What follows belongs to an exercise in optimizing a design on an open flow for small area and a short achievable clock period; a production flow would make more cautious choices.
No functional check of the RTL was part of any run shown here.

==> flow/design.v, too long to show whole: its modules and the start of the top module <==
// module gte_mac123: 1199 lines
// module mac_fa: 4 lines
// module mac_ha: 4 lines
module gte_mac123 (
   input  wire               clk,
   input  wire               reset,
   input  wire               trigger,
   input  wire signed [31:0] mul1,
   input  wire signed [31:0] mul2,
   input  wire signed [44:0] add,
   input  wire               sub,
   input  wire               swap,
   input  wire               save_shifted,
   input  wire               use_ir,
   input  wire               ir_shift,
   input  wire               ir_shift_flag,
   input  wire               sat_ir,
   input  wire               sat_ir_flag,
   input  wire               use_result,
   output wire signed [31:0] mac_result,
   output reg                mac_writeback,
   output wire signed [15:0] ir_result,
   output reg                ir_writeback,
   output reg  signed [44:0] mac_last,
   output wire signed [31:0] mac_shifted,
   output wire               flag_mac_uf,
   output wire               flag_mac_of,
   output wire               flag_ir
);
  // ...
==> flow/flow/run.sh <==
#!/bin/bash
# The standard layout (the standard.sh with its unchanged synthesis) with two
# changes to how the layout is made: the port buffers are plain buffers
# (sky130_fd_sc_hd__buf_1) instead of the delay cells buffer_ports picks by
# default, and ORFS's timing repair is asked for a setup margin past what the
# clock period needs. The clock and constraints are the design's.
# make's full output goes to make_finish.log in the work folder.
set -euo pipefail
here="$(cd "$(dirname "${BASH_SOURCE[0]}")/.." && pwd)"
cd "$here"
bash ./standard.sh "BUFFER_PORTS_ARGS=-buffer_cell sky130_fd_sc_hd__buf_1" \
  SETUP_SLACK_MARGIN=7.0 finish > make_finish.log 2>&1
==> flow/standard.sh <==
#!/bin/bash
# synth_recipe.tcl (not shown) runs the flow's synth.tcl, then flattens the netlist and writes it again
# the make line also repeats each setting of config.mk as NAME=value (left out here)
make -C /OpenROAD-flow-scripts/flow DESIGN_CONFIG=/design/flow/config.mk WORK_HOME=/design/flow/orfs CLKGATE_MAP_FILE= SYNTH_SCRIPT=/design/flow/synth_recipe.tcl "${@:-finish}"
==> flow/config.mk <==
export PLATFORM = sky130hd
export DESIGN_NAME = gte_mac123
export DESIGN_NICKNAME = gte_mac123
export VERILOG_FILES = /design/flow/design.v
export SDC_FILE = /design/flow/constraint.sdc
export NUM_CORES = 4
export LEC_CHECK = 0
export ABC_AREA = 1
export CAP_MARGIN = 20
export CORE_MARGIN = 2
export CORE_UTILIZATION = 40
export SLEW_MARGIN = 20
export SYNTH_HIERARCHICAL = 1
==> flow/constraint.sdc <==
create_clock -name core_clock -period 14.0 [get_ports {clk}]
set_input_delay 2.8000 -clock core_clock [delete_from_list [all_inputs] [get_ports {clk}]]
set_output_delay 2.8000 -clock core_clock [all_outputs]
set_load 0.01 [all_outputs]
==> metrics.md, run 1 <==
| Metric | Value |
|---|---|
| R2R setup slack | `10.26 ns` |
| # clk buffers | `19` |
| Util after Layout | `49.0%` |
| Fin Hold WS | `0.484 ns` |
| Hold Buf Count CTS | `0` |
| Top-area cell type share of the netlist area | `30.2%` |
| CP Launch Point | `mul2[7]` |
| Vias per inst | `5.84` |
| Seq cells post-synth | `158` |
| Largest net degree at the start of global routing | `76` |
| Signal buf overhead | `12.1%` |
| Worst Hold Path EP | `mac_last[25]$_DFF_P_` |
| HP Class | `reg2reg` |
| Busiest layer in global routing | `met2` |
| Initial antenna violation count | `3` |
| Status | `timing/DRC/antenna clean` |
| Top sig layer | `met5` |
| Worst clock skew | `0.0180 ns` |
| CP endpoint | `s3_r[32]$_DFF_P_` |
| Placed cells | `3964` |
| # H-tree levels | `4` |
| Sequential fraction of the synthesis area | `12.0%` |
| Metal3 WL | `12400 um` |
| Slew Limit Fails | `0` |
| Die area | `68000 sq um` |
| Fraction of layout cells with a size suffix above 1 | `17.3%` |
| TritonCTS Buffers | `17` |
| Xor and xnor area share after synthesis | `18.1%` |
| Worst Slack Setup Final | `6.82 ns` |
| Total track usage | `29.4%` |
| Period utilisation layout | `51.3%` |
| Wire length per cell | `25.2 um` |
| GR met1 Demand/Resource | `38.8%` |
| Mapped Cells | `3024` |
| Metal2 WL | `44900 um` |
| F_max | `0.139 GHz` |
| Synth Cell Area | `26400 sq um` |
| Non-clock buffers | `468` |
| Crit. path cell count | `17` |
==> inputs of run 2 (changes only) <==
--- a/flow/design.v
+++ b/flow/design.v
@@ -11,23 +11,23 @@
    input  wire               use_ir,
    input  wire               ir_shift,
    input  wire               ir_shift_flag,
    input  wire               sat_ir,
    input  wire               sat_ir_flag,
    input  wire               use_result,
    output wire signed [31:0] mac_result,
    output reg                mac_writeback,
-   output wire signed [15:0] ir_result,
+   output reg  signed [15:0] ir_result,
    output reg                ir_writeback,
    output reg  signed [44:0] mac_last,
    output wire signed [31:0] mac_shifted,
    output wire               flag_mac_uf,
    output wire               flag_mac_of,
-   output wire               flag_ir
+   output reg                flag_ir
 );
    wire [33:0] ybits = {mul2, 1'b0};
    wire [32:0] x = {mul1[31], mul1};
    wire [15:0] bone, btwo, bneg;
    genvar gj;
    generate for (gj = 0; gj < 16; gj = gj + 1) begin : benc
       wire y0 = ybits[2*gj], y1 = ybits[2*gj+1], y2 = ybits[2*gj+2];
       assign bone[gj] = y0 ^ y1;
@@ -828,112 +828,29 @@
    mac_fa u_fa387 (.a(fs303), .b(fc344), .c(fs345), .s(fs387), .co(fc387));
    wire fs388, fc388;
    mac_fa u_fa388 (.a(fc303), .b(fs346), .c(fc345), .s(fs388), .co(fc388));
    wire fs389, fc389;
    mac_fa u_fa389 (.a(fs307), .b(fc346), .c(fs347), .s(fs389), .co(fc389));
    wire [43:0] ps = {fs389, fc387, fc386, fc385, fc384, fc383, fc382, fc381, fc380, fc379, fc378, fc377, fc376, fc375, fc374, fc373, fc372, fc371, fc370, fc369, fc368, fc367, fc366, fc365, fc364, fc363, fc362, fc361, fc360, fc359, fc358, fc357, fc356, fc355, fc354, fc353, fc352, fc351, fc350, hc349, hc348, pp1[0], pp0[1], bneg[0]};
    wire [43:0] pc = {fc388, fs388, fs387, fs386, fs385, fs384, fs383, fs382, fs381, fs380, fs379, fs378, fs377, fs376, fs375, fs374, fs373, fs372, fs371, fs370, fs369, fs368, fs367, fs366, fs365, fs364, fs363, fs362, fs361, fs360, fs359, fs358, fs357, fs356, fs355, fs354, fs353, fs352, fs351, fs350, hs349, hs348, 1'b0, pp0[0]};
    wire psign = (mul1[31] ^ mul2[31]) & (|mul1) & (|mul2);
-   wire [43:0] pg = ps & pc;
-   wire [43:0] pp_ = ps | pc;
-   wire pb0_g0_0 = pg[1] | (pp_[1] & pg[0]);
-   wire pb0_p0_0 = pp_[1] & pp_[0];
-   wire pb0_g0_2 = pg[3] | (pp_[3] & pg[2]);
-   wire pb0_p0_2 = pp_[3] & pp_[2];
-   wire pb0_g0_4 = pg[5] | (pp_[5] & pg[4]);
-   wire pb0_p0_4 = pp_[5] & pp_[4];
-   wire pb0_g1_0 = pb0_g0_2 | (pb0_p0_2 & pb0_g0_0);
-   wire pb0_p1_0 = pb0_p0_2 & pb0_p0_0;
-   wire pb0_g2_0 = pb0_g0_4 | (pb0_p0_4 & pb0_g1_0);
-   wire pb0_p2_0 = pb0_p0_4 & pb0_p1_0;
-   wire pb1_g0_0 = pg[7] | (pp_[7] & pg[6]);
-   wire pb1_p0_0 = pp_[7] & pp_[6];
-   wire pb1_g0_2 = pg[9] | (pp_[9] & pg[8]);
-   wire pb1_p0_2 = pp_[9] & pp_[8];
-   wire pb1_g0_4 = pg[11] | (pp_[11] & pg[10]);
-   wire pb1_p0_4 = pp_[11] & pp_[10];
-   wire pb1_g1_0 = pb1_g0_2 | (pb1_p0_2 & pb1_g0_0);
-   wire pb1_p1_0 = pb1_p0_2 & pb1_p0_0;
-   wire pb1_g2_0 = pb1_g0_4 | (pb1_p0_4 & pb1_g1_0);
-   wire pb1_p2_0 = pb1_p0_4 & pb1_p1_0;
-   wire pb2_g0_0 = pg[13] | (pp_[13] & pg[12]);
-   wire pb2_p0_0 = pp_[13] & pp_[12];
-   wire pb2_g0_2 = pg[15] | (pp_[15] & pg[14]);
-   wire pb2_p0_2 = pp_[15] & pp_[14];
-   wire pb2_g0_4 = pg[17] | (pp_[17] & pg[16]);
-   wire pb2_p0_4 = pp_[17] & pp_[16];
-   wire pb2_g1_0 = pb2_g0_2 | (pb2_p0_2 & pb2_g0_0);
-   wire pb2_p1_0 = pb2_p0_2 & pb2_p0_0;
-   wire pb2_g2_0 = pb2_g0_4 | (pb2_p0_4 & pb2_g1_0);
-   wire pb2_p2_0 = pb2_p0_4 & pb2_p1_0;
-   wire pb3_g0_0 = pg[19] | (pp_[19] & pg[18]);
-   wire pb3_p0_0 = pp_[19] & pp_[18];
-   wire pb3_g0_2 = pg[21] | (pp_[21] & pg[20]);
-   wire pb3_p0_2 = pp_[21] & pp_[20];
-   wire pb3_g0_4 = pg[23] | (pp_[23] & pg[22]);
-   wire pb3_p0_4 = pp_[23] & pp_[22];
-   wire pb3_g1_0 = pb3_g0_2 | (pb3_p0_2 & pb3_g0_0);
-   wire pb3_p1_0 = pb3_p0_2 & pb3_p0_0;
-   wire pb3_g2_0 = pb3_g0_4 | (pb3_p0_4 & pb3_g1_0);
-   wire pb3_p2_0 = pb3_p0_4 & pb3_p1_0;
-   wire pb4_g0_0 = pg[25] | (pp_[25] & pg[24]);
-   wire pb4_p0_0 = pp_[25] & pp_[24];
-   wire pb4_g0_2 = pg[27] | (pp_[27] & pg[26]);
-   wire pb4_p0_2 = pp_[27] & pp_[26];
-   wire pb4_g0_4 = pg[29] | (pp_[29] & pg[28]);
-   wire pb4_p0_4 = pp_[29] & pp_[28];
-   wire pb4_g1_0 = pb4_g0_2 | (pb4_p0_2 & pb4_g0_0);
-   wire pb4_p1_0 = pb4_p0_2 & pb4_p0_0;
-   wire pb4_g2_0 = pb4_g0_4 | (pb4_p0_4 & pb4_g1_0);
-   wire pb4_p2_0 = pb4_p0_4 & pb4_p1_0;
-   wire pb5_g0_0 = pg[31] | (pp_[31] & pg[30]);
-   wire pb5_p0_0 = pp_[31] & pp_[30];
-   wire pb5_g0_2 = pg[33] | (pp_[33] & pg[32]);
-   wire pb5_p0_2 = pp_[33] & pp_[32];
-   wire pb5_g0_4 = pg[35] | (pp_[35] & pg[34]);
-   wire pb5_p0_4 = pp_[35] & pp_[34];
-   wire pb5_g1_0 = pb5_g0_2 | (pb5_p0_2 & pb5_g0_0);
-   wire pb5_p1_0 = pb5_p0_2 & pb5_p0_0;
-   wire pb5_g2_0 = pb5_g0_4 | (pb5_p0_4 & pb5_g1_0);
-   wire pb5_p2_0 = pb5_p0_4 & pb5_p1_0;
-   wire pb6_g0_0 = pg[37] | (pp_[37] & pg[36]);
-   wire pb6_p0_0 = pp_[37] & pp_[36];
-   wire pb6_g0_2 = pg[39] | (pp_[39] & pg[38]);
-   wire pb6_p0_2 = pp_[39] & pp_[38];
-   wire pb6_g0_4 = pg[41] | (pp_[41] & pg[40]);
-   wire pb6_p0_4 = pp_[41] & pp_[40];
-   wire pb6_g1_0 = pb6_g0_2 | (pb6_p0_2 & pb6_g0_0);
-   wire pb6_p1_0 = pb6_p0_2 & pb6_p0_0;
-   wire pb6_g2_0 = pb6_g0_4 | (pb6_p0_4 & pb6_g1_0);
-   wire pb6_p2_0 = pb6_p0_4 & pb6_p1_0;
-   wire pb7_g0_0 = pg[43] | (pp_[43] & pg[42]);
-   wire pb7_p0_0 = pp_[43] & pp_[42];
-   wire [7:0] bg = {pb7_g0_0, pb6_g2_0, pb5_g2_0, pb4_g2_0, pb3_g2_0, pb2_g2_0, pb1_g2_0, pb0_g2_0};
-   wire [7:0] bp = {pb7_p0_0, pb6_p2_0, pb5_p2_0, pb4_p2_0, pb3_p2_0, pb2_p2_0, pb1_p2_0, pb0_p2_0};
-   reg  [43:0] s3_r;            
-   reg  [43:0] c3_r;            
-   reg  [7:0] bg_r, bp_r;      
+   reg  [43:0] ps_r, pc_r;      
+   reg  [43:0] a_r;             
    reg         z44_r;           
    reg         cin_r;           
    reg         inv_r;           
    reg         save_shifted_r, IRshift_1, IRshiftFlag_1, satIR_1, satIRFlag_1;
    wire [44:0] R;
    wire [44:0] last_next = mac_writeback ? R : mac_last;
    wire [44:0] addVal = use_result ? {last_next[43], last_next[43:0]} : add;
-   wire [43:0] a_in = addVal[43:0] ^ {44{sub}};
-   wire [43:0] s3, c3;
-   generate for (gj = 0; gj < 44; gj = gj + 1) begin : csa
-      mac_fa u_fa (.a(a_in[gj]), .b(ps[gj]), .c(pc[gj]), .s(s3[gj]), .co(c3[gj]));
-   end endgenerate
    always @(posedge clk) begin
-      s3_r           <= s3;
-      c3_r           <= c3;
-      bg_r           <= bg;
-      bp_r           <= bp;
+      ps_r           <= ps;
+      pc_r           <= pc;
+      a_r            <= addVal[43:0] ^ {44{sub}};
       z44_r          <= addVal[44] ^ sub ^ psign ^ (sub & ~swap);
       cin_r          <= sub & swap;
       inv_r          <= sub & ~swap;
       save_shifted_r <= save_shifted;
       IRshift_1      <= ir_shift;
       IRshiftFlag_1  <= ir_shift_flag;
       satIR_1        <= sat_ir;
       satIRFlag_1    <= sat_ir_flag;
@@ -941,266 +858,49 @@
       if (reset) begin
          mac_writeback <= 1'b0;
          ir_writeback  <= 1'b0;
       end else begin
          mac_writeback <= trigger;
          ir_writeback  <= trigger & use_ir;
       end
    end
-   wire [43:0] s3o = s3_r;
-   wire [43:0] vb = {c3_r[42:0], cin_r};
-   wire [43:0] vg = s3o & vb;
-   wire [43:0] vp = s3o | vb;
-   wire [43:0] vh = s3o ^ vb;
-   wire va_g0_1 = vg[1] | (vp[1] & vg[0]);
-   wire va_p0_1 = vp[1] & vp[0];
-   wire va_g0_3 = vg[3] | (vp[3] & vg[2]);
-   wire va_p0_3 = vp[3] & vp[2];
-   wire va_g0_5 = vg[5] | (vp[5] & vg[4]);
-   wire va_p0_5 = vp[5] & vp[4];
-   wire va_g0_7 = vg[7] | (vp[7] & vg[6]);
-   wire va_p0_7 = vp[7] & vp[6];
-   wire va_g0_9 = vg[9] | (vp[9] & vg[8]);
-   wire va_p0_9 = vp[9] & vp[8];
-   wire va_g0_11 = vg[11] | (vp[11] & vg[10]);
-   wire va_p0_11 = vp[11] & vp[10];
-   wire va_g0_13 = vg[13] | (vp[13] & vg[12]);
-   wire va_p0_13 = vp[13] & vp[12];
-   wire va_g0_15 = vg[15] | (vp[15] & vg[14]);
-   wire va_p0_15 = vp[15] & vp[14];
-   wire va_g0_17 = vg[17] | (vp[17] & vg[16]);
-   wire va_p0_17 = vp[17] & vp[16];
-   wire va_g0_19 = vg[19] | (vp[19] & vg[18]);
-   wire va_p0_19 = vp[19] & vp[18];
-   wire va_g0_21 = vg[21] | (vp[21] & vg[20]);
-   wire va_p0_21 = vp[21] & vp[20];
-   wire va_g0_23 = vg[23] | (vp[23] & vg[22]);
-   wire va_p0_23 = vp[23] & vp[22];
-   wire va_g0_25 = vg[25] | (vp[25] & vg[24]);
-   wire va_p0_25 = vp[25] & vp[24];
-   wire va_g0_27 = vg[27] | (vp[27] & vg[26]);
-   wire va_p0_27 = vp[27] & vp[26];
-   wire va_g0_29 = vg[29] | (vp[29] & vg[28]);
-   wire va_p0_29 = vp[29] & vp[28];
-   wire va_g0_31 = vg[31] | (vp[31] & vg[30]);
-   wire va_p0_31 = vp[31] & vp[30];
-   wire va_g0_33 = vg[33] | (vp[33] & vg[32]);
-   wire va_p0_33 = vp[33] & vp[32];
-   wire va_g0_35 = vg[35] | (vp[35] & vg[34]);
-   wire va_p0_35 = vp[35] & vp[34];
-   wire va_g0_37 = vg[37] | (vp[37] & vg[36]);
-   wire va_p0_37 = vp[37] & vp[36];
-   wire va_g0_39 = vg[39] | (vp[39] & vg[38]);
-   wire va_p0_39 = vp[39] & vp[38];
-   wire va_g0_41 = vg[41] | (vp[41] & vg[40]);
-   wire va_p0_41 = vp[41] & vp[40];
-   wire va_g0_43 = vg[43] | (vp[43] & vg[42]);
-   wire va_p0_43 = vp[43] & vp[42];
-   wire va_g1_2 = vg[2] | (vp[2] & va_g0_1);
-   wire va_p1_2 = vp[2] & va_p0_1;
-   wire va_g1_3 = va_g0_3 | (va_p0_3 & va_g0_1);
-   wire va_p1_3 = va_p0_3 & va_p0_1;
-   wire va_g1_6 = vg[6] | (vp[6] & va_g0_5);
-   wire va_p1_6 = vp[6] & va_p0_5;
-   wire va_g1_7 = va_g0_7 | (va_p0_7 & va_g0_5);
-   wire va_p1_7 = va_p0_7 & va_p0_5;
-   wire va_g1_10 = vg[10] | (vp[10] & va_g0_9);
-   wire va_p1_10 = vp[10] & va_p0_9;
-   wire va_g1_11 = va_g0_11 | (va_p0_11 & va_g0_9);
-   wire va_p1_11 = va_p0_11 & va_p0_9;
-   wire va_g1_14 = vg[14] | (vp[14] & va_g0_13);
-   wire va_p1_14 = vp[14] & va_p0_13;
-   wire va_g1_15 = va_g0_15 | (va_p0_15 & va_g0_13);
-   wire va_p1_15 = va_p0_15 & va_p0_13;
-   wire va_g1_18 = vg[18] | (vp[18] & va_g0_17);
-   wire va_p1_18 = vp[18] & va_p0_17;
-   wire va_g1_19 = va_g0_19 | (va_p0_19 & va_g0_17);
-   wire va_p1_19 = va_p0_19 & va_p0_17;
-   wire va_g1_22 = vg[22] | (vp[22] & va_g0_21);
-   wire va_p1_22 = vp[22] & va_p0_21;
-   wire va_g1_23 = va_g0_23 | (va_p0_23 & va_g0_21);
-   wire va_p1_23 = va_p0_23 & va_p0_21;
-   wire va_g1_26 = vg[26] | (vp[26] & va_g0_25);
-   wire va_p1_26 = vp[26] & va_p0_25;
-   wire va_g1_27 = va_g0_27 | (va_p0_27 & va_g0_25);
-   wire va_p1_27 = va_p0_27 & va_p0_25;
-   wire va_g1_30 = vg[30] | (vp[30] & va_g0_29);
-   wire va_p1_30 = vp[30] & va_p0_29;
-   wire va_g1_31 = va_g0_31 | (va_p0_31 & va_g0_29);
-   wire va_p1_31 = va_p0_31 & va_p0_29;
-   wire va_g1_34 = vg[34] | (vp[34] & va_g0_33);
-   wire va_p1_34 = vp[34] & va_p0_33;
-   wire va_g1_35 = va_g0_35 | (va_p0_35 & va_g0_33);
-   wire va_p1_35 = va_p0_35 & va_p0_33;
-   wire va_g1_38 = vg[38] | (vp[38] & va_g0_37);
-   wire va_p1_38 = vp[38] & va_p0_37;
-   wire va_g1_39 = va_g0_39 | (va_p0_39 & va_g0_37);
-   wire va_p1_39 = va_p0_39 & va_p0_37;
-   wire va_g1_42 = vg[42] | (vp[42] & va_g0_41);
-   wire va_p1_42 = vp[42] & va_p0_41;
-   wire va_g1_43 = va_g0_43 | (va_p0_43 & va_g0_41);
-   wire va_p1_43 = va_p0_43 & va_p0_41;
-   wire va_g2_4 = vg[4] | (vp[4] & va_g1_3);
-   wire va_p2_4 = vp[4] & va_p1_3;
-   wire va_g2_5 = va_g0_5 | (va_p0_5 & va_g1_3);
-   wire va_p2_5 = va_p0_5 & va_p1_3;
-   wire va_g2_6 = va_g1_6 | (va_p1_6 & va_g1_3);
-   wire va_p2_6 = va_p1_6 & va_p1_3;
-   wire va_g2_7 = va_g1_7 | (va_p1_7 & va_g1_3);
-   wire va_p2_7 = va_p1_7 & va_p1_3;
-   wire va_g2_12 = vg[12] | (vp[12] & va_g1_11);
-   wire va_p2_12 = vp[12] & va_p1_11;
-   wire va_g2_13 = va_g0_13 | (va_p0_13 & va_g1_11);
-   wire va_p2_13 = va_p0_13 & va_p1_11;
-   wire va_g2_14 = va_g1_14 | (va_p1_14 & va_g1_11);
-   wire va_p2_14 = va_p1_14 & va_p1_11;
-   wire va_g2_15 = va_g1_15 | (va_p1_15 & va_g1_11);
-   wire va_p2_15 = va_p1_15 & va_p1_11;
-   wire va_g2_20 = vg[20] | (vp[20] & va_g1_19);
-   wire va_p2_20 = vp[20] & va_p1_19;
-   wire va_g2_21 = va_g0_21 | (va_p0_21 & va_g1_19);
-   wire va_p2_21 = va_p0_21 & va_p1_19;
-   wire va_g2_22 = va_g1_22 | (va_p1_22 & va_g1_19);
-   wire va_p2_22 = va_p1_22 & va_p1_19;
-   wire va_g2_23 = va_g1_23 | (va_p1_23 & va_g1_19);
-   wire va_p2_23 = va_p1_23 & va_p1_19;
-   wire va_g2_28 = vg[28] | (vp[28] & va_g1_27);
-   wire va_p2_28 = vp[28] & va_p1_27;
-   wire va_g2_29 = va_g0_29 | (va_p0_29 & va_g1_27);
-   wire va_p2_29 = va_p0_29 & va_p1_27;
-   wire va_g2_30 = va_g1_30 | (va_p1_30 & va_g1_27);
-   wire va_p2_30 = va_p1_30 & va_p1_27;
-   wire va_g2_31 = va_g1_31 | (va_p1_31 & va_g1_27);
-   wire va_p2_31 = va_p1_31 & va_p1_27;
-   wire va_g2_36 = vg[36] | (vp[36] & va_g1_35);
-   wire va_p2_36 = vp[36] & va_p1_35;
-   wire va_g2_37 = va_g0_37 | (va_p0_37 & va_g1_35);
-   wire va_p2_37 = va_p0_37 & va_p1_35;
-   wire va_g2_38 = va_g1_38 | (va_p1_38 & va_g1_35);
-   wire va_p2_38 = va_p1_38 & va_p1_35;
-   wire va_g2_39 = va_g1_39 | (va_p1_39 & va_g1_35);
-   wire va_p2_39 = va_p1_39 & va_p1_35;
-   wire va_g3_8 = vg[8] | (vp[8] & va_g2_7);
-   wire va_p3_8 = vp[8] & va_p2_7;
-   wire va_g3_9 = va_g0_9 | (va_p0_9 & va_g2_7);
-   wire va_p3_9 = va_p0_9 & va_p2_7;
-   wire va_g3_10 = va_g1_10 | (va_p1_10 & va_g2_7);
-   wire va_p3_10 = va_p1_10 & va_p2_7;
-   wire va_g3_11 = va_g1_11 | (va_p1_11 & va_g2_7);
-   wire va_p3_11 = va_p1_11 & va_p2_7;
-   wire va_g3_12 = va_g2_12 | (va_p2_12 & va_g2_7);
-   wire va_p3_12 = va_p2_12 & va_p2_7;
-   wire va_g3_13 = va_g2_13 | (va_p2_13 & va_g2_7);
-   wire va_p3_13 = va_p2_13 & va_p2_7;
-   wire va_g3_14 = va_g2_14 | (va_p2_14 & va_g2_7);
-   wire va_p3_14 = va_p2_14 & va_p2_7;
-   wire va_g3_15 = va_g2_15 | (va_p2_15 & va_g2_7);
-   wire va_p3_15 = va_p2_15 & va_p2_7;
-   wire va_g3_24 = vg[24] | (vp[24] & va_g2_23);
-   wire va_p3_24 = vp[24] & va_p2_23;
-   wire va_g3_25 = va_g0_25 | (va_p0_25 & va_g2_23);
-   wire va_p3_25 = va_p0_25 & va_p2_23;
-   wire va_g3_26 = va_g1_26 | (va_p1_26 & va_g2_23);
-   wire va_p3_26 = va_p1_26 & va_p2_23;
-   wire va_g3_27 = va_g1_27 | (va_p1_27 & va_g2_23);
-   wire va_p3_27 = va_p1_27 & va_p2_23;
-   wire va_g3_28 = va_g2_28 | (va_p2_28 & va_g2_23);
-   wire va_p3_28 = va_p2_28 & va_p2_23;
-   wire va_g3_29 = va_g2_29 | (va_p2_29 & va_g2_23);
-   wire va_p3_29 = va_p2_29 & va_p2_23;
-   wire va_g3_30 = va_g2_30 | (va_p2_30 & va_g2_23);
-   wire va_p3_30 = va_p2_30 & va_p2_23;
-   wire va_g3_31 = va_g2_31 | (va_p2_31 & va_g2_23);
-   wire va_p3_31 = va_p2_31 & va_p2_23;
-   wire va_g3_40 = vg[40] | (vp[40] & va_g2_39);
-   wire va_p3_40 = vp[40] & va_p2_39;
-   wire va_g3_41 = va_g0_41 | (va_p0_41 & va_g2_39);
-   wire va_p3_41 = va_p0_41 & va_p2_39;
-   wire va_g3_42 = va_g1_42 | (va_p1_42 & va_g2_39);
-   wire va_p3_42 = va_p1_42 & va_p2_39;
-   wire va_g3_43 = va_g1_43 | (va_p1_43 & va_g2_39);
-   wire va_p3_43 = va_p1_43 & va_p2_39;
-   wire va_g4_16 = vg[16] | (vp[16] & va_g3_15);
-   wire va_p4_16 = vp[16] & va_p3_15;
-   wire va_g4_17 = va_g0_17 | (va_p0_17 & va_g3_15);
-   wire va_p4_17 = va_p0_17 & va_p3_15;
-   wire va_g4_18 = va_g1_18 | (va_p1_18 & va_g3_15);
-   wire va_p4_18 = va_p1_18 & va_p3_15;
-   wire va_g4_19 = va_g1_19 | (va_p1_19 & va_g3_15);
-   wire va_p4_19 = va_p1_19 & va_p3_15;
-   wire va_g4_20 = va_g2_20 | (va_p2_20 & va_g3_15);
-   wire va_p4_20 = va_p2_20 & va_p3_15;
-   wire va_g4_21 = va_g2_21 | (va_p2_21 & va_g3_15);
-   wire va_p4_21 = va_p2_21 & va_p3_15;
-   wire va_g4_22 = va_g2_22 | (va_p2_22 & va_g3_15);
-   wire va_p4_22 = va_p2_22 & va_p3_15;
-   wire va_g4_23 = va_g2_23 | (va_p2_23 & va_g3_15);
-   wire va_p4_23 = va_p2_23 & va_p3_15;
-   wire va_g4_24 = va_g3_24 | (va_p3_24 & va_g3_15);
-   wire va_p4_24 = va_p3_24 & va_p3_15;
-   wire va_g4_25 = va_g3_25 | (va_p3_25 & va_g3_15);
-   wire va_p4_25 = va_p3_25 & va_p3_15;
-   wire va_g4_26 = va_g3_26 | (va_p3_26 & va_g3_15);
-   wire va_p4_26 = va_p3_26 & va_p3_15;
-   wire va_g4_27 = va_g3_27 | (va_p3_27 & va_g3_15);
-   wire va_p4_27 = va_p3_27 & va_p3_15;
-   wire va_g4_28 = va_g3_28 | (va_p3_28 & va_g3_15);
-   wire va_p4_28 = va_p3_28 & va_p3_15;
-   wire va_g4_29 = va_g3_29 | (va_p3_29 & va_g3_15);
-   wire va_p4_29 = va_p3_29 & va_p3_15;
-   wire va_g4_30 = va_g3_30 | (va_p3_30 & va_g3_15);
-   wire va_p4_30 = va_p3_30 & va_p3_15;
-   wire va_g4_31 = va_g3_31 | (va_p3_31 & va_g3_15);
-   wire va_p4_31 = va_p3_31 & va_p3_15;
-   wire va_g5_32 = vg[32] | (vp[32] & va_g4_31);
-   wire va_p5_32 = vp[32] & va_p4_31;
-   wire va_g5_33 = va_g0_33 | (va_p0_33 & va_g4_31);
-   wire va_p5_33 = va_p0_33 & va_p4_31;
-   wire va_g5_34 = va_g1_34 | (va_p1_34 & va_g4_31);
-   wire va_p5_34 = va_p1_34 & va_p4_31;
-   wire va_g5_35 = va_g1_35 | (va_p1_35 & va_g4_31);
-   wire va_p5_35 = va_p1_35 & va_p4_31;
-   wire va_g5_36 = va_g2_36 | (va_p2_36 & va_g4_31);
-   wire va_p5_36 = va_p2_36 & va_p4_31;
-   wire va_g5_37 = va_g2_37 | (va_p2_37 & va_g4_31);
-   wire va_p5_37 = va_p2_37 & va_p4_31;
-   wire va_g5_38 = va_g2_38 | (va_p2_38 & va_g4_31);
-   wire va_p5_38 = va_p2_38 & va_p4_31;
-   wire va_g5_39 = va_g2_39 | (va_p2_39 & va_g4_31);
-   wire va_p5_39 = va_p2_39 & va_p4_31;
-   wire va_g5_40 = va_g3_40 | (va_p3_40 & va_g4_31);
-   wire va_p5_40 = va_p3_40 & va_p4_31;
-   wire va_g5_41 = va_g3_41 | (va_p3_41 & va_g4_31);
-   wire va_p5_41 = va_p3_41 & va_p4_31;
-   wire va_g5_42 = va_g3_42 | (va_p3_42 & va_g4_31);
-   wire va_p5_42 = va_p3_42 & va_p4_31;
-   wire va_g5_43 = va_g3_43 | (va_p3_43 & va_g4_31);
-   wire va_p5_43 = va_p3_43 & va_p4_31;
-   wire [43:0] vcy = {va_g5_43, va_g5_42, va_g5_41, va_g5_40, va_g5_39, va_g5_38, va_g5_37, va_g5_36, va_g5_35, va_g5_34, va_g5_33, va_g5_32, va_g4_31, va_g4_30, va_g4_29, va_g4_28, va_g4_27, va_g4_26, va_g4_25, va_g4_24, va_g4_23, va_g4_22, va_g4_21, va_g4_20, va_g4_19, va_g4_18, va_g4_17, va_g4_16, va_g3_15, va_g3_14, va_g3_13, va_g3_12, va_g3_11, va_g3_10, va_g3_9, va_g3_8, va_g2_7, va_g2_6, va_g2_5, va_g2_4, va_g1_3, va_g1_2, va_g0_1, vg[0]};              
-   wire [43:0] vci = {vcy[42:0], 1'b0};       
-   wire        pcarry = (bg_r[7] | (bp_r[7] & (bg_r[6] | (bp_r[6] & (bg_r[5] | (bp_r[5] & (bg_r[4] | (bp_r[4] & (bg_r[3] | (bp_r[3] & (bg_r[2] | (bp_r[2] & (bg_r[1] | (bp_r[1] & bg_r[0]))))))))))))));
-   wire        T44 = c3_r[43] ^ vcy[43] ^ z44_r ^ pcarry;
-   assign R = {T44, (vh ^ {44{inv_r}}) ^ vci};
+   wire [43:0] s3 = a_r ^ ps_r ^ pc_r;
+   wire [43:0] c3 = (a_r & ps_r) | (a_r & pc_r) | (ps_r & pc_r);
+   wire [44:0] V  = {1'b0, s3} + {c3, cin_r};
+   wire [44:0] pfull = {1'b0, ps_r} + {1'b0, pc_r};
+   wire        T44 = V[44] ^ z44_r ^ pfull[44];
+   assign R = {T44, V[43:0] ^ {44{inv_r}}};
    assign mac_shifted = R[43:12];
    assign mac_result  = save_shifted_r ? R[43:12] : R[31:0];
    assign flag_mac_uf = mac_writeback & R[44] & ~R[43];
    assign flag_mac_of = mac_writeback & ~R[44] & R[43];
-   wire lo_neg = R[31], hi_neg = R[43];
-   wire lo_big = ~(&R[31:15]) & (|R[31:15]);
-   wire hi_big = ~(&R[43:27]) & (|R[43:27]);
-   wire        v_neg  = IRshift_1 ? hi_neg : lo_neg;
-   wire        v_big  = IRshift_1 ? hi_big : lo_big;
-   wire [15:0] v_low  = IRshift_1 ? R[27:12] : R[15:0];
-   assign ir_result = ~ir_writeback ? 16'h0000 :
-                      (satIR_1 & v_neg)  ? 16'h0000 :
-                      v_big ? (v_neg ? 16'h8000 : 16'h7FFF) : v_low;
-   wire        w_neg  = IRshiftFlag_1 ? hi_neg : lo_neg;
-   wire        w_big  = IRshiftFlag_1 ? hi_big : lo_big;
-   assign flag_ir = ir_writeback & ((satIRFlag_1 & w_neg) | w_big);
+   reg signed [31:0] IRresult;
+   reg signed [31:0] IRflagval;
+   always @(*) begin
+      flag_ir   = 1'b0;
+      ir_result = 16'd0;
+      IRresult  = IRshift_1     ? R[43:12] : R[31:0];
+      IRflagval = IRshiftFlag_1 ? R[43:12] : R[31:0];
+      if (ir_writeback) begin
+         ir_result = IRresult[15:0];
+         if (satIR_1 && IRresult < 0)
+            ir_result = 16'h0000;
+         else if (!satIR_1 && IRresult < -32'sd32768)
+            ir_result = 16'h8000;
+         else if (IRresult > 32'sd32767)
+            ir_result = 16'h7FFF;
+         if (satIRFlag_1 && IRflagval < 0)
+            flag_ir = 1'b1;
+         else if (!satIRFlag_1 && IRflagval < -32'sd32768)
+            flag_ir = 1'b1;
+         else if (IRflagval > 32'sd32767)
+            flag_ir = 1'b1;
+      end
+   end
 endmodule
 module mac_fa (input wire a, input wire b, input wire c, output wire s, output wire co);
    assign s  = a ^ b ^ c;
    assign co = (a & b) | (a & c) | (b & c);
 endmodule
 module mac_ha (input wire a, input wire b, output wire s, output wire co);
    assign s  = a ^ b;
    assign co = a & b;
==> flow/run.sh (new file) <==
#!/bin/bash
# synth_recipe.tcl (not shown) runs the flow's synth.tcl, then flattens the netlist and writes it again
# the make line also repeats each setting of config.mk as NAME=value (left out here)
make -C /OpenROAD-flow-scripts/flow DESIGN_CONFIG=/design/flow/config.mk WORK_HOME=/design/flow/orfs CLKGATE_MAP_FILE= SYNTH_SCRIPT=/design/flow/synth_recipe.tcl finish
removed: flow/flow/run.sh
removed: flow/standard.sh
==> run 2 against run 1 <==
  * Sequential share of layout area grew 1.8 points
  * Design area shrank 0.46%
  * Register-to-register slack lost 0.21 ns
  * Worst hold slack better by 0.0027 ns
  * Critical endpoint is now ir_result[3]
  * Synthesized cell count up 11%
  * Maximum frequency down 7.1%
  * Highest routed layer unchanged
  * Wire length shrank 2.3%
  * Critical path type is now reg2out
  * Die area increased by 6.4%
  * Global-route usage decreased by 0.83 points
==> metrics.md, run 2 <==
| Metric | Value |
|---|---|
| Port Buffers | `250` |
| Xor and xnor area share after synthesis | `16.4% (-1.6 points)` |
| Via Count | `25200` |
| Setup crit end kind | `output port` |
| Clock sinks | `186` |
| Kind of cell adding the most delay to the critical path | `simple AND/OR/NAND/NOR gates` |
| Synth Area per Inst | `8.35 sq um` |
| WP buf/inv | `3` |
| Final hold violations | `0` |
| Top post-synthesis cells by area | `fa_1, xor2_1, dfxtp_1` |
| R2R setup slack | `10.05 ns (-0.21 ns)` |
| Seq cells post-synth | `186 (+18%)` |
| Max stage delay on crit path | `0.57 ns` |
| Routed Antenna Nets | `0` |
| R2R Path Start | `ps_r[0]$_DFF_P_` |
| Initial antenna violation count | `3 (unchanged)` |
| Hold Crit Depth | `2` |
| Hold Buf Count CTS | `0 (unchanged)` |
| Slowest CP cell | `fa_1` |
| CTS resizes | `0` |
| Drt first pass iters | `6` |
| Finish-stage setup viols | `0` |
| Fillers | `6886` |
| TritonCTS Buffers | `17 (unchanged)` |
| Worst path cell trace | `fa_1 > ha_1 > inv_1 > fa_1 > inv_1 > nand2_1 > nand3_2 > nand3_1 > nand3_1 > nand2_1 > nand2_1 > nand2_1 > nand2_1 > nand2_1 > nand2_1 > nand3_1 > nor2_1 > nand3_2 > a21oi_1 > nor2_1 > clkdlybuf4s50_1` |
| Main synth FF type | `dfxtp_1` |
| Synth Cell Area | `28100 sq um (+6.5%)` |
| Fraction of layout cells with a size suffix above 1 | `6.93% (-10 points)` |
| CP Max Fanout | `15` |
| Status | `timing/DRC/antenna clean` |
| Largest net degree at the start of global routing | `80 (+5.3%)` |
| Startpoint types | `register` |
| Total track usage | `28.5% (-0.83 points)` |
| Largest register FFs | `45` |
| I/O pins | `251` |
| Adder-cell share of the synthesized area | `33.9%` |
| Chip Height | `269 um` |
| MaxCap Viol Count | `0` |
| Complex-gate fraction of the synthesized area | `13.6%` |
| Area grow syn2layout | `13.9%` |
| Placement Cell Area | `31300 sq um` |
| R2R Path End | `a_r[12]$_DFF_P_` |
| Most common cell after layout, fill and taps aside | `nand2_1` |
| Util after Layout | `45.8% (-3.2 points)` |
| Final critical-path required period | `7.72 ns` |
| Finished Cell Area | `32000 sq um` |
| Commonest non-fill, non-tap cells in the layout | `nand2_1, xor2_1, o22ai_1` |
| Worst hold start | `mac_last[0]$_DFF_P_` |
| Nets@finish | `4105` |
| Ys async rst share | `0%` |
| HP Class | `reg2reg` |
| Worst clock skew | `0.0152 ns (-0.00278 ns)` |
| Row cnt | `97` |
| Reg area | `3730 sq um` |
| DRC | `0` |
| Vias per inst | `5.69 (-2.6%)` |
| Crit. path cell count | `21 (+4)` |
| GRT overflow | `0` |
| Top-area cell type share of the netlist area | `28.4% (-1.8 points)` |
| CTS tree | `done` |
| Clock Path Buffers | `2` |
| Vias in the first global route | `24800` |
| Post-synthesis mux area share | `1.32%` |
| Most common cell in the netlist | `nand2_1` |
| F_max | `0.129 GHz (-7.1%)` |
| Worst-path clk slew | `0.08 ns` |
| Period utilisation layout | `55.2% (+3.9 points)` |
| Number of flops mapped to enable cells by yosys | `1` |
| Sequential fraction of the synthesis area | `13.3% (+1.3 points)` |
| Slew Limit Fails | `0 (unchanged)` |
| Yosys cell types | `50` |
| Multi-input logic area | `22300 sq um` |
| Most frequent cell on the critical path | `nand2_1` |
| Worst Hold Path EP | `mac_last[0]$_DFF_P_` |
| Total core area | `69800 sq um` |
| Routability cong. | `0.935` |
| CP Launch Point | `ps_r[0]$_DFF_P_` |
| Post-Route WL | `103000 um` |
| Synth cell count leaders | `nand2_1, xor2_1, o22ai_1, fa_1, inv_1` |
| Mapped Cells | `3361 (+11%)` |
| Slew margin rel. | `22.9%` |
| # H-tree levels | `4 (unchanged)` |
| Wire length per cell | `23.2 um (-7.9%)` |
| CTS Root Buffer Type | `clkbuf_16` |
| DP HPWL | `75400 um` |
| Crit Path Class | `reg2out` |
| First-pass GRT wire length | `154000 um` |
| FF-to-FF path depth | `16` |
| Reg with most FFs | `mac_last` |
| Initial Util | `40.2%` |
| CP required | `11.20 ns` |
| Largest family of logic cells by synthesized area | `adder cells` |
| Die W | `269 um` |
| Post-CTS Setup Inserts | `0` |
| RSZ-0062 raised after global routing | `false` |
| Simple-gate share of the synthesized area | `14.1%` |
| Die area | `72300 sq um (+6.4%)` |
| Leading area contributor after synthesis | `fa_1` |
| Critical path arrival | `4.92 ns` |
| Final TNS setup | `0 ns` |
| Slew @ Worst Pin | `1.15 ns` |
| Clock Latency Late Sink | `0.49 ns` |
| Regs by FF count | `mac_last x45, a_r x44, ps_r x44` |
| Iteration-0 DRC count of the detailed router | `2416` |
| Yosys warns | `7` |
[run 2: cell count changes in the layout (fill, tap and decap cells not counted), sizes merged, moves of 25 or more]
cell / change
a21oi: +33
clkdlybuf4s50: +240
dfxtp: +28
buf: -348
nand3: +31
xnor2: -25
nand2: +265
[run 2: worst reg2reg max path: cells and delay by family, from the launching register on]
| kind | cells | cell delay (ns) |
|---|---|---|
| fa+ha+maj | 3 | 1.24 |
| xor+xnor | 3 | 1.07 |
| simple gates | 6 | 0.54 |
| flops | 1 | 0.38 |
| compound gates | 1 | 0.22 |
| buf+inv | 2 | 0.21 |
| mux | 1 | 0.21 |
[run 2: layout make-up]
class / instances / share of cell area [%]
Sequential cell: 186 / 11.7
Inverter: 290 / 3.41
Timing Repair Buffer: 321 / 9.34
Clock buffer: 19 / 1.39
Tap cell: 940 / 3.68
Clock inverter: 13 / 0.544
Multi-Input combinational cell: 2647 / 69.9
Antenna cell: 2 / 0.0157
[run 2: Yosys stat by module (local to each module, per instance)]
module | times used | area (sq um) | cells | flops+latches
mac_fa | 354 | 20.0 | 1 | 0
mac_ha | 36 | 12.5 | 1 | 0
gte_mac123 | 1 | 20500 | 2971 | 186
[run 2: logic make-up after synthesis]
family                   Yosys count
XOR/XNOR                         527
AO/OA/AOI/OAI                    640
adder cells (fa/ha/maj)          521
AND/OR/NAND/NOR                  915
multiplexers                      37
flip-flops                       186
buffers and inverters            534
other                              1
[run 2: per-stage QoR]
step / hold WS (ns) / std cells / setup WS, ns
3_5_place_dp: 0.470 / 4384 / 6.11
5_1_grt: 0.509 / 4416 / 5.98
6_report: 0.486 / 4418 / 6.28
3_3_place_gp: 0.464 / 4384 / 6.13
4_1_cts: 0.490 / 4416 / 6.29
2_1_floorplan: 0.494 / 3367 / 6.98
[run 2: worst max-delay path by stage]
stage,end,slack [ns]
6_report,ir_result[3],6.28
5_1_grt,ir_result[1],5.98
4_1_cts,ir_result[3],6.29
3_5_place_dp,pc_r[34]$_DFF_P_,6.11
3_3_place_gp,pc_r[33]$_DFF_P_,6.13
2_1_floorplan,pc_r[35]$_DFF_P_,6.98
[run 2: metal layers]
layer	GRT usage (%)	up-vias	wire length (um)
met5	0	-	23
met4	12.6	4	4690
met3	5.83	299	10200
met2	45.4	1492	46300
met1	37.5	12100	41500
li1	-	11200	-
==> inputs of run 3 (changes only) <==
--- a/flow/config.mk
+++ b/flow/config.mk
@@ -7,3 +7,3 @@
 export LEC_CHECK = 0
-export ABC_AREA = 1
+export ABC_CLOCK_PERIOD_IN_PS = 3000
 export CAP_MARGIN = 20
==> run 3 against run 2 <==
  * Worst hold slack worse by 0.0031 ns
  * Setup slack got worse by 1.2 ns
  * Still clean on timing, DRC and antenna
  * Flip-flop and latch count unchanged
  * Clock skew about the same
  * Die area up 11%
  * Wire length increased by 25%
==> metrics.md, run 3 <==
| Metric | Value |
|---|---|
| Yosys cell types | `74 (+48%)` |
| Port Buffers | `250 (unchanged)` |
| Regs by FF count | `mac_last x45, a_r x44, ps_r x44` |
| MaxCap Viol Count | `0 (unchanged)` |
| CP Max Fanout | `15 (unchanged)` |
| Yosys warns | `7 (unchanged)` |
| Metal3 WL | `13400 um (+32%)` |
| Total track usage | `30.9% (+2.4 points)` |
| Main synth FF type | `dfxtp_1` |
| Seq cells post-synth | `186 (unchanged)` |
| CP Launch Point | `ps_r[0]$_DFF_P_` |
| Total core area | `77500 sq um (+11%)` |
| Mapped Cells | `4107 (+22%)` |
| DRC | `0 (unchanged)` |
| Max stage delay on crit path | `0.85 ns (+0.28 ns)` |
| Worst path cell trace | `fa_1 > ha_1 > inv_1 > fa_1 > nand2b_1 > a21oi_1 > o31ai_1 > a311oi_2 > a31oi_2 > o21ai_1 > xnor2_1 > and2_1 > a41oi_1 > o41ai_4 > a21oi_1 > clkdlybuf4s50_1` |
| Critical path arrival | `6.10 ns (+1.18 ns)` |
| Vias per inst | `6.26 (+9.9%)` |
| Slew Limit Fails | `0 (unchanged)` |
| Hold Buf Count CTS | `0 (unchanged)` |
| GRT overflow | `0 (unchanged)` |
| First-pass GRT wire length | `192000 um (+25%)` |
| Metal2 WL | `56800 um (+23%)` |
| Wire length per cell | `25.5 um (+9.6%)` |
| R2R setup slack | `9.68 ns (-0.37 ns)` |
| # H-tree levels | `4 (unchanged)` |
| Status | `timing/DRC/antenna clean` |
| HP Class | `reg2reg` |
| Ys async rst share | `0% (unchanged)` |
| Reg with most FFs | `mac_last` |
| Final hold violations | `0 (unchanged)` |
| Clock sinks | `186 (unchanged)` |
| Post-CTS Setup Inserts | `0 (unchanged)` |
| Commonest non-fill, non-tap cells in the layout | `nand2_1, a21oi_1, nor2_1` |
| Via Count | `31500 (+25%)` |
| Clock Latency Late Sink | `0.47 ns (-0.02 ns)` |
| Area grow syn2layout | `10.3%` |
| R2R Path End | `a_r[40]$_DFF_P_` |
| Drt first pass iters | `6 (unchanged)` |
| Final TNS setup | `0 ns (unchanged)` |
| Slowest CP cell | `o41ai_4` |
| Top post-synthesis cells by area | `fa_1, dfxtp_1, a221oi_1` |
| Slew margin rel. | `28.6% (+5.7 points)` |
| CTS Root Buffer Type | `clkbuf_16` |
| Synth Cell Area | `31300 sq um (+11%)` |
| Synth Area per Inst | `7.62 sq um (-8.8%)` |
| Routed Antenna Nets | `0 (unchanged)` |
| Finish-stage setup viols | `0 (unchanged)` |
| Most common cell after layout, fill and taps aside | `nand2_1` |
| CP endpoint | `ir_result[14]` |
| Met1 wire length | `52400 um (+26%)` |
| Clock Path Buffers | `2 (unchanged)` |
| Chip Height | `284 um (+5.5%)` |
| Iteration-0 DRC count of the detailed router | `4070 (+68%)` |
| Routability cong. | `0.950 (+1.5%)` |
| Post-Route WL | `128000 um (+25%)` |
| Top sig layer | `met4` |
| Nets@finish | `4624 (+13%)` |
| Largest net degree at the start of global routing | `79 (-1.3%)` |
| Most common cell in the netlist | `nand2_1` |
| Crit Path Class | `reg2out` |
| Worst-path clk slew | `0.08 ns (about the same)` |
| Slew @ Worst Pin | `1.07 ns (-0.0825 ns)` |
| Largest register FFs | `45 (unchanged)` |
| I/O pins | `251 (unchanged)` |
| RSZ-0062 raised after global routing | `false` |
| DP HPWL | `88600 um (+17%)` |
| Fraction of layout cells with a size suffix above 1 | `6.13% (-0.80 points)` |
| Vias in the first global route | `29400 (+19%)` |
| Setup crit end kind | `output port` |
| Startpoint types | `register` |
| Die area | `80500 sq um (+11%)` |
| Synth cell count leaders | `nand2_1, nor2_1, a21oi_1, clkbuf_1, fa_1` |
| Final critical-path required period | `8.90 ns (+1.18 ns)` |
| Top-area cell type share of the netlist area | `25.5% (-2.9 points)` |
| Period utilisation layout | `63.6% (+8.4 points)` |
| CP required | `11.20 ns (about the same)` |
| F_max | `0.112 GHz (-13%)` |
| Number of flops mapped to enable cells by yosys | `1 (unchanged)` |
| Initial antenna violation count | `5 (+2)` |
| CTS tree | `done` |
| Initial Util | `40.4% (+0.18 points)` |
| FF-to-FF path depth | `14 (-2)` |
| R2R Path Start | `ps_r[0]$_DFF_P_` |
| CTS resizes | `0 (unchanged)` |
| Die W | `284 um (+5.5%)` |
| Row cnt | `102 (+5.2%)` |
| Sequential fraction of the synthesis area | `11.9% (-1.4 points)` |
| Leading area contributor after synthesis | `fa_1` |
| TritonCTS Buffers | `17 (unchanged)` |
| Worst clock skew | `0.0153 ns (+0.000145 ns)` |
## run 3: through the flow
| step | cells | setup slack [ns] | util, % | hold WS, ns | area [sq um] |
|---|---|---|---|---|---|
| after floorplan | 4113 | 6.93 | - | 0.498 | 31300 |
| after global placement | 5001 | 5.81 | 43.8 | 0.476 | 33900 |
| after detailed placement | 5002 | 5.69 | 43.8 | 0.471 | 33900 |
| after CTS | 5033 | 5.18 | 44.5 | 0.487 | 34500 |
| after global routing | 5037 | 4.81 | 44.6 | 0.510 | 34500 |
| final | 5039 | 5.10 | 44.6 | 0.483 | 34500 |
## run 3: critical path, delay by kind of cell (launching register included)
kind	cells	cell delay (ns)
AO/OA/AOI/OAI	8	2.59
XOR/XNOR	1	0.75
adder cells (fa/ha/maj)	3	0.94
buffers and inverters	2	0.61
flip-flops	1	0.34
AND/OR/NAND/NOR	2	0.39
## run 3: area by class of cell
class,count,area (sq um)
Fill cell,7835,42900
Multi-Input combinational cell,3369,25500
Sequential cell,186,3740
Timing Repair Buffer,362,3200
Tap cell,1040,1300
Clock buffer,17,425
Inverter,46,173
Clock inverter,14,150
Antenna cell,5,12.5
## run 3: metal layers
metal / track usage [%] / vias up
met5: 0 / -
met3: 6.23 / 340
li1: - / 14000
met2: 48.4 / 2020
met4: 12.9 / 0
met1: 41.6 / 15200
## run 3: cell families (layout without fill, tap and decap cells)
logic type	count (synthesis)	after routing	share of synthesized area (%)
AO/OA/AOI/OAI	1103	1103	23.9
XOR/XNOR	164	164	4.69
adder cells (fa/ha/maj)	521	521	30.4
buffers and inverters	558	439	6.88
flip-flops	186	186	11.9
multiplexers	103	103	3.35
other	1	12	0.0120
AND/OR/NAND/NOR	1471	1471	18.8
## run 3: modules after synthesis, one instance, submodules excluded
module      times used  flops+latches  cells  cell area [sq um]
gte_mac123           1            186   3717              23800
mac_fa             354              0      1               20.0
mac_ha              36              0      1               12.5
## run 3: worst min-delay path by stage
| stage | start | to | slack, ns | cells after the start |
|---|---|---|---|---|
| 2_1_floorplan | mac_last[43]$_DFF_P_ | mac_last[43]$_DFF_P_ | 0.50 | 2 |
| 3_3_place_gp | mac_last[25]$_DFF_P_ | mac_last[25]$_DFF_P_ | 0.48 | 2 |
| 3_5_place_dp | mac_last[43]$_DFF_P_ | mac_last[43]$_DFF_P_ | 0.47 | 2 |
| 4_1_cts | mac_last[43]$_DFF_P_ | mac_last[43]$_DFF_P_ | 0.49 | 2 |
| 5_1_grt | mac_last[32]$_DFF_P_ | mac_last[32]$_DFF_P_ | 0.51 | 2 |
| 6_report | mac_last[43]$_DFF_P_ | mac_last[43]$_DFF_P_ | 0.48 | 2 |

## what the ideal ports hide
How much do the figures lean on ideal ports? The routed layouts below were timed once more, with nothing changed but the port constraints.
Step 1: set_driving_cell puts a clkbuf_16 on clk and a buf_2 on each other input, an assumption about the parent block.
Step 2 moves the port delays by t, midway between the first and last clock arrival at a register: inputs arrive t later, outputs are due t later. That takes back most of the time a late clock gives input paths.
Three values: no drivers, after step 1, after step 2; two values: the first two.
run	t (ns)	setup slack, ns	worst setup path after step 2	worst slew at a driven data input, ns
run 1	0.491	6.822 / 6.829 / 6.337	input to register	0.16
run 2	0.540	6.275 / 6.217 / 6.029	input to register	0.08
run 3	0.521	5.097 / 5.040 / 5.561	register to output	0.21
After both steps every run listed still meets setup and hold. The setup slack of run 1, which loses most, moves by +0.007 ns with the drivers and by -0.485 ns with both steps.
